This design comes from an exercise in tuning for small area on the open sky130 flow, not from production work. Only simulation tests tie the RTL to the original design; equivalence was not proved. No activity file was given, so power comes from the tool's default toggle rates.

Design atomik_top_parallel, start of the top module:
module atomik_top_parallel #(
    parameter integer SYS_CLK_HZ = 94_500_000,
    parameter integer BAUD_RATE  = 115200,
    parameter integer N_BANKS    = 4
)(
    input  wire       sys_clk,
    input  wire       sys_rst_n,
    input  wire       uart_rx,
    output wire       uart_tx,
    output wire [5:0] led
);
export LEC_CHECK = 0
export CAP_MARGIN = 20
export CORE_MARGIN = 2
export CORE_UTILIZATION = 70
export CTS_BUF_LIST = sky130_fd_sc_hd__clkbuf_8
export CTS_CLUSTER_DIAMETER = 60
export CTS_CLUSTER_SIZE = 18
export PLACE_DENSITY = 0.85
export SLEW_MARGIN = 20
create_clock -name core_clock -period 10.0 [get_ports {sys_clk}]
standard.sh (not shown) runs the stock make flow with config.mk's settings and CLKGATE_MAP_FILE= SYNTH_SCRIPT=/design/flow/synth_recipe.tcl, a recipe that flattens the netlist after the stock synthesis.
==> flow/flow/run.sh <==
#!/bin/bash
# Own flow: the standard layout, with CTS told not to add dummy loads
# and with the smallest buffer on the ports.  Full tool output: flow.log
# here, ORFS's per-step logs under orfs/logs.
set -euo pipefail
export CTS_ARGS="-sink_clustering_enable -repair_clock_nets -dont_use_dummy_load -buf_list sky130_fd_sc_hd__clkbuf_4 -sink_clustering_size 11 -sink_clustering_max_diameter 40"
export BUFFER_PORTS_ARGS="-buffer_cell sky130_fd_sc_hd__buf_1"
bash standard.sh > flow.log 2>&1
Next try:
--- a/flow/design.v
+++ b/flow/design.v
@@ -84,33 +84,32 @@
     wire rx_is_L = c_ok & ~c0 & ~c1;
     wire rx_is_A = c_ok &  c0 & ~c1;
     wire rx_is_R = c_ok & ~c0 &  c1;
     wire rx_is_S = c_ok &  c0 &  c1;
     localparam [1:0] M_IDLE  = 2'b00;
     localparam [1:0] M_LOAD  = 2'b01;
     localparam [1:0] M_ACCUM = 2'b11;
     localparam [1:0] M_RESP  = 2'b10;
     localparam [9:0] TX_END = 10'h084;    
     localparam [9:0] TX_G2  = 10'h221;
     localparam [9:0] TX_G3  = 10'h110;
     reg [1:0] mode;
-    reg       cmd_active;
     reg [2:0] byte_cnt;      
     reg       is_status;
     reg       init_valid;    
     reg       acc_nz;        
     reg       nz;            
-    reg       tx_busy;
     reg       tx_out;
     reg [3:0] tx_bitn;
+    wire      tx_busy = ~(tx_bitn[3] & tx_bitn[1]);
     reg [9:0] tx_cnt;
     reg       nb;            
     wire in_idle  = (mode == M_IDLE);
     wire in_load  = (mode == M_LOAD);
     wire in_accum = (mode == M_ACCUM);
     wire in_resp  = (mode == M_RESP);
     wire in_pay   = mode[0];
     wire accept   = in_idle & rx_valid & c_ok;
     wire tx_end   = (tx_cnt == TX_END);
     wire tx_last  = tx_bitn[3] & tx_bitn[0];                   
     wire tx_tick  = in_resp & ~(tx_last & tx_bitn[1]) & tx_end;  
     wire resp_fin = in_resp & (tx_last & tx_bitn[1]);           
@@ -125,106 +124,106 @@
     reg [63:0] ring_i;
     reg [63:0] ring_d;
     wire d_new = (ring_d[63] & acc_nz) ^ rx_b;
     always @(posedge clk) begin
         ph     <= {ph[4:0], ph[5] ^ ph[4] ^ ~|ph[4:0]};
         ring_i <= {ring_i[62:0], wr_i ? rx_b  : ring_i[63]};
         ring_d <= {ring_d[62:0], wr_d ? d_new : ring_d[63]};
     end
     wire rd_bit = (ring_i[63] & init_valid) ^ (ring_d[63] & acc_nz);
     always @(posedge clk or negedge rst_n) begin
         if (!rst_n) begin
             mode       <= M_IDLE;
-            cmd_active <= 1'b0;
             init_valid <= 1'b0;
             acc_nz     <= 1'b0;
             nz         <= 1'b0;
         end else begin
             if (!in_pay)
                 acc_nz <= nz;
             if (wr_d)
                 nz <= nz | d_new;
             if (in_idle) begin
-                cmd_active <= c_ok & rx_valid;
                 if (rx_valid) begin
                     if (rx_is_L) begin
                         mode       <= M_LOAD;
                         init_valid <= 1'b1;
                         nz         <= 1'b0;
                     end
                     if (rx_is_A) begin
                         mode <= M_ACCUM;
                         nz   <= 1'b0;
                     end
                     if (rx_is_R | rx_is_S) mode <= M_RESP;
                 end
             end
-            if (in_pay && rx_valid && byte_cnt == 3'd7) begin
-                mode       <= M_IDLE;
-                cmd_active <= 1'b0;
-            end
+            if (in_pay && rx_valid && byte_cnt == 3'd7)
+                mode <= M_IDLE;
             if (resp_fin)
                 mode <= M_IDLE;
         end
     end
     always @(posedge clk) begin
         if (in_idle) begin
             byte_cnt  <= {3{c0 & c1}};      
             is_status <= c0 & c1;
         end else if ((in_pay & rx_valid) | (tx_tick & tx_last))
             byte_cnt <= byte_cnt + 3'd1;
     end
     always @(posedge clk)
         if (match) nb <= rd_bit;
     wire tx_data_bit = is_status ? ((tx_bitn[2:0] == 3'd7) & ~acc_nz) : nb;
     always @(posedge clk or negedge rst_n) begin
-        if (!rst_n) begin
-            tx_busy <= 1'b0;
-            tx_out  <= 1'b1;
-        end else if (tx_tick) begin
-            tx_busy <= ~tx_last;
-            tx_out  <= tx_bitn[3] ? ~tx_bitn[1] : tx_data_bit;
-        end
+        if (!rst_n)
+            tx_out <= 1'b1;
+        else if (tx_tick)
+            tx_out <= tx_bitn[3] ? ~tx_bitn[1] : tx_data_bit;
     end
     always @(posedge clk) begin
         if (accept)
             tx_cnt <= c1 & ~c0 ? TX_G3 : TX_G2;
         else if (tx_tick & tx_last)
             tx_cnt <= TX_G2;
         else if (tx_end)
             tx_cnt <= 10'd0;
         else
             tx_cnt <= {tx_cnt[8:0], ~(tx_cnt[9] ^ tx_cnt[6])};
-        if (accept)
+    end
+    always @(posedge clk or negedge rst_n) begin
+        if (!rst_n)
+            tx_bitn <= 4'd14;
+        else if (accept)
             tx_bitn <= 4'd10;
         else if (tx_tick) begin
             if (tx_bitn[3] & tx_bitn[1])
                 tx_bitn <= 4'd0;
             else if (tx_last)
                 tx_bitn <= {3'b101, byte_cnt == 3'd7};
             else
                 tx_bitn <= tx_bitn + 4'd1;
-        end
+        end else if (tx_bitn == 4'd11)
+            tx_bitn <= 4'd15;
+        else if (tx_bitn == 4'd15)
+            tx_bitn <= 4'd14;
     end
     assign uart_tx = tx_out;
     reg [19:0] act;
     reg        act_on;
     wire act_low0 = ~|act[18:0];
     always @(posedge clk) begin
         if (rx_valid)
             act <= 20'd1;
         else
             act <= {act[18:0], act[19] ^ act[16] ^ (act[19] & act_low0)};
     end
     always @(posedge clk or negedge rst_n) begin
         if (!rst_n)
             act_on <= 1'b0;
         else if (rx_valid)
             act_on <= 1'b1;
     end
     assign led[5] = 1'b0;
     assign led[4] = ~hb_top;
-    assign led[3] = ~cmd_active;
+    assign led[3] = ~(in_load | in_accum | in_resp | (tx_bitn == 4'd15));
     assign led[2] = acc_nz;
     assign led[1] = ~tx_busy;
     assign led[0] = ~act_on | (act_low0 & ~act[19]);
 endmodule
Fmax went up by about 1.3%.
Final area went down by about 0.6%.
Worst setup slack is better by 48 ps.
Synthesized area is about the same.
Total power went down by about 1.3%.
Cell count went down by 2.2%.

==> separate check: timing with driven ports <==
The results above use ideal ports. As a check the final layouts listed here were re-extracted and re-timed, cells and wires unchanged.
Step 1, drivers: a clkbuf_16 drives sys_clk and a buf_2 each remaining input, both assumed.
Step 2 moves the port delays by t, midway between the first and last clock arrival at a register: inputs arrive t later, outputs are due t later. That takes back most of the time a late clock gives input paths.
Slacks: ideal ports / drivers / drivers and shift; pairs: ideal ports / drivers.
run	t, ns	slack for setup (ns)	clock arrival spread, ns
the first run	0.599	6.138 / 6.111 / 6.710	0.054 / 0.055
the second run	0.592	6.186 / 6.158 / 6.750	0.026 / 0.026
After both steps every run listed still meets setup and hold.
